This design comes from an exercise in tuning for small area on the open sky130 flow, not from production work.
Function was checked by simulation only, so behaviour that the tests miss may differ from the original. The flow treats the clock pin as an ideal source, which a real chip does not have.

==> flow/design.v <==
module stack #(parameter STACK_DEPTH=8, STACK_WIDTH=72, PC_WIDTH=32)
	(
	input                         clk,
	input  [STACK_DEPTH-1:0]      we_hi,
	input  [STACK_DEPTH-1:0]      we_pc,
	input  [STACK_WIDTH-1:0]      bus_e,
	input  [STACK_WIDTH-1:0]      bus_o,
	input  [STACK_DEPTH-1:0]      rsel,
	output [STACK_WIDTH-1:0]      rd
	);
reg [STACK_WIDTH-1:0] S [0:STACK_DEPTH-1];
genvar r;
generate
for (r = 0; r < STACK_DEPTH; r = r + 1) begin : row
	wire [STACK_WIDTH-1:0] wd = r[0] ? bus_o : bus_e;
	always @(posedge clk) begin
		if (we_hi[r]) S[r][STACK_WIDTH-1:PC_WIDTH] <= ~wd[STACK_WIDTH-1:PC_WIDTH];
		if (we_pc[r]) S[r][PC_WIDTH-1:0] <= ~wd[PC_WIDTH-1:0];
	end
end
endgenerate
integer i;
reg [STACK_WIDTH-1:0] rd_r;
always @(*) begin
	rd_r = {STACK_WIDTH{1'b0}};
	for (i = 0; i < STACK_DEPTH; i = i + 1)
		rd_r = rd_r | ({STACK_WIDTH{rsel[i]}} & S[i]);
end
assign rd = ~rd_r;
endmodule
module 	control_divergence_stack	#(parameter STACK_DEPTH=8, LOG2_STACK_DEPTH=3, STACK_WIDTH=72, PC_WIDTH=32)
					(
					clk,
					rst_n,
					is_branch,
					data_in_1,
					data_in_2,
					new_reconv_PC,
					fetch_PC,
					stack_full,
					stack_empty,
					sm_busy,
					data_out,
					data_vld
					);
input 	clk;
input	rst_n;
input 	is_branch;
input	[STACK_WIDTH-1:0] data_in_1;
input	[STACK_WIDTH-1:0] data_in_2;
input	[PC_WIDTH-1:0]	  new_reconv_PC;
input	[PC_WIDTH-1:0]	  fetch_PC;
output	stack_full;
output	stack_empty;
output	sm_busy;
output	[STACK_WIDTH-1:0] data_out;
output	data_vld;
reg	busy, vld, st_a;
reg	[LOG2_STACK_DEPTH-1:0] top;
reg	full;
reg	[PC_WIDTH-1:0] nrpc_q;
wire	[STACK_WIDTH-1:0] rd;
wire	idle      = !busy;
wire	empty     = (top == 3'd0) && !full;
wire	st_save   = busy & !st_a;		 
wire	st_pop    = busy & vld & st_a;
wire	[PC_WIDTH-1:0] R = st_a ? rd[63:32] : rd[PC_WIDTH-1:0];
wire	match     = (fetch_PC == R) && !empty;
wire	br        = idle & is_branch;
wire	do_pop    = idle & !is_branch & match;
wire	inc       = br | st_save;
wire	dec       = do_pop;
wire	[LOG2_STACK_DEPTH-1:0] top_p1 = top + 3'd1;
wire	[LOG2_STACK_DEPTH-1:0] top_m1 = top - 3'd1;
wire	[LOG2_STACK_DEPTH-1:0] ridx   = busy ? (st_pop ? top : top - 3'd2) :
					(st_a ? top_m1 : top - 3'd3);
always @(posedge clk)
begin
	if (!rst_n)
	begin
		busy <= 1'b0;
		vld  <= 1'b0;
		st_a <= 1'b0;
		top  <= 3'd0;
		full <= 1'b0;
	end
	else
	begin
		busy <= br | do_pop | (st_save & vld);
		vld  <= (br & !empty) | do_pop;
		st_a <= busy ? vld : (do_pop | (st_a & !is_branch));
		if (inc)
			top <= top_p1;
		else if (dec)
			top <= top_m1;
		if (inc && top == 3'd7)
			full <= 1'b1;
		else if (dec && top == 3'd0)
			full <= 1'b0;
	end
end
always @(posedge clk)
	nrpc_q <= new_reconv_PC;
wire	[STACK_WIDTH-1:0] din_e = top[0] ? data_in_2 : data_in_1;
wire	[STACK_WIDTH-1:0] din_o = top[0] ? data_in_1 : data_in_2;
wire	[STACK_WIDTH-1:0] bus_e = {din_e[STACK_WIDTH-1:PC_WIDTH], busy ? nrpc_q : din_e[PC_WIDTH-1:0]};
wire	[STACK_WIDTH-1:0] bus_o = {din_o[STACK_WIDTH-1:PC_WIDTH], busy ? nrpc_q : din_o[PC_WIDTH-1:0]};
wire	[STACK_DEPTH-1:0] sel_t   = 8'd1 << top;
wire	[STACK_DEPTH-1:0] sel_t1  = 8'd1 << top_p1;
wire	[STACK_DEPTH-1:0] rsel    = 8'd1 << ridx;
wire	[STACK_DEPTH-1:0] we_hi   = br ? (sel_t | sel_t1) : 8'd0;
wire	[STACK_DEPTH-1:0] we_pc   = we_hi | (st_save ? rsel : 8'd0);
stack	#(.STACK_DEPTH(STACK_DEPTH), .STACK_WIDTH(STACK_WIDTH), .PC_WIDTH(PC_WIDTH))
	STACK	(
		.clk	(clk),
		.we_hi	(we_hi),
		.we_pc	(we_pc),
		.bus_e	(bus_e),
		.bus_o	(bus_o),
		.rsel	(rsel),
		.rd	(rd)
		);
assign	sm_busy     = busy;
assign	data_vld    = vld;
assign	stack_full  = full;
assign	stack_empty = empty;
assign	data_out    = rd;
endmodule
==> flow/config.mk <==
export PLATFORM = sky130hd
export DESIGN_NAME = control_divergence_stack
export DESIGN_NICKNAME = control_divergence_stack
export VERILOG_FILES = /design/flow/design.v
export SDC_FILE = /design/flow/constraint.sdc
export NUM_CORES = 4
export LEC_CHECK = 0
export CAP_MARGIN = 20
export CORE_MARGIN = 2
export CORE_UTILIZATION = 35
export SLEW_MARGIN = 20
==> flow/constraint.sdc <==
create_clock -name core_clock -period 7.0 [get_ports {clk}]
set_input_delay 1.4000 -clock core_clock [delete_from_list [all_inputs] [get_ports {clk}]]
set_output_delay 1.4000 -clock core_clock [all_outputs]
set_load 0.01 [all_outputs]
standard.sh (not shown) runs the stock make flow with config.mk's settings and CLKGATE_MAP_FILE= SYNTH_SCRIPT=/design/flow/synth_recipe.tcl, a recipe that flattens the netlist after the stock synthesis.
==> flow/flow/run.sh <==
#!/bin/bash
# The standard layout (standard.sh), with:
#  - the combinational mapping done by an area-oriented abc script,
#  - port buffers of the smallest buffer cell,
#  - a clock tree without dummy loads: clkbuf_16 at the leaves, clkbuf_4/8 above.
set -euo pipefail
here=$(pwd)
export MY_ABC_SCRIPT=$here/flow/area.abc
export BUFFER_PORTS_ARGS="-buffer_cell sky130_fd_sc_hd__buf_1"
export CTS_ARGS="-sink_clustering_enable -repair_clock_nets -dont_use_dummy_load -buf_list {sky130_fd_sc_hd__clkbuf_4 sky130_fd_sc_hd__clkbuf_8} -sink_clustering_buffer sky130_fd_sc_hd__clkbuf_16 -sink_clustering_size 33 -sink_clustering_max_diameter 90"
sed "s|SYNTH_SCRIPT=[^ ]*|SYNTH_SCRIPT=$here/flow/synth.tcl|" standard.sh > my_standard.sh
grep -q "SYNTH_SCRIPT=$here/flow/synth.tcl" my_standard.sh
bash my_standard.sh > flow.log 2>&1
==> flow/flow/area.abc <==
strash
dc2
&get -n
&dch -f
&nf -R 1000 -p
&put
strash
&get -n
&dch
&nf -R 1000 -p
&put
topo
==> flow/flow/synth.tcl <==
# The standard synthesis (synth_recipe.tcl), with only the abc script
# of the combinational mapping replaced by flow/area.abc
proc synth {args} { yosys synth -nofsm -noshare {*}$args }
proc abc {args} {
  set i [lsearch -exact $args -script]
  if {$i >= 0} { lset args [expr {$i + 1}] $::env(MY_ABC_SCRIPT) }
  yosys abc {*}$args
}
source $::env(SCRIPTS_DIR)/synth.tcl
# left out here: clear keep_hierarchy, flatten, clean up, hide names made inside functions, write 1_2_yosys.v
Next try:
--- a/flow/design.v
+++ b/flow/design.v
@@ -15,6 +15,6 @@
 	wire [STACK_WIDTH-1:0] wd = r[0] ? bus_o : bus_e;
 	always @(posedge clk) begin
-		if (we_hi[r]) S[r][STACK_WIDTH-1:PC_WIDTH] <= ~wd[STACK_WIDTH-1:PC_WIDTH];
-		if (we_pc[r]) S[r][PC_WIDTH-1:0] <= ~wd[PC_WIDTH-1:0];
+		if (we_hi[r]) S[r][STACK_WIDTH-1:PC_WIDTH] <= wd[STACK_WIDTH-1:PC_WIDTH];
+		if (we_pc[r]) S[r][PC_WIDTH-1:0] <= wd[PC_WIDTH-1:0];
 	end
 end
@@ -27,5 +27,5 @@
 		rd_r = rd_r | ({STACK_WIDTH{rsel[i]}} & S[i]);
 end
-assign rd = ~rd_r;
+assign rd = rd_r;
 endmodule
 module 	control_divergence_stack	#(parameter STACK_DEPTH=8, LOG2_STACK_DEPTH=3, STACK_WIDTH=72, PC_WIDTH=32)
The new run finished clean.
Worst setup slack improves by 0.28 ns.
Final cell count rose by 4.3%.
Non-clock buffer count went down by 9.
Via count rises by 1.9%.
Die area goes up by 0.75%.
Worst hold slack got worse by 0.019 ns.
Register-to-register slack improved by 0.30 ns.
Sequential cell count is unchanged.
Routed wire length goes down by 1.8%.
Design area increases by 0.50%.

-- static timing again, ports no longer ideal --
The results above use ideal ports. As a check the final layouts listed here were re-extracted and re-timed, cells and wires unchanged. Step 1 (the two cells are an assumption about what drives the block):
set clk [get_ports {clk}]
set_driving_cell -lib_cell sky130_fd_sc_hd__clkbuf_16 $clk
set_driving_cell -lib_cell sky130_fd_sc_hd__buf_2 [delete_from_list [all_inputs] $clk]
Step 2, shift: input delay + t, output delay - t, t = (earliest + latest rising clock arrival at the registers) / 2. This alone moves slack from input paths to output paths. Three values: no drivers, after step 1, after step 2; two values: the first two.
| run | t, ns | slack for setup (ns) | cell pins on the clock port's net |
|---|---|---|---|
| the first run | 0.731 | 0.769 / 0.713 / 0.833 | 1 |
| the second run | 0.738 | 1.051 / 0.993 / 1.134 | 1 |
After both steps every run listed still meets setup and hold.
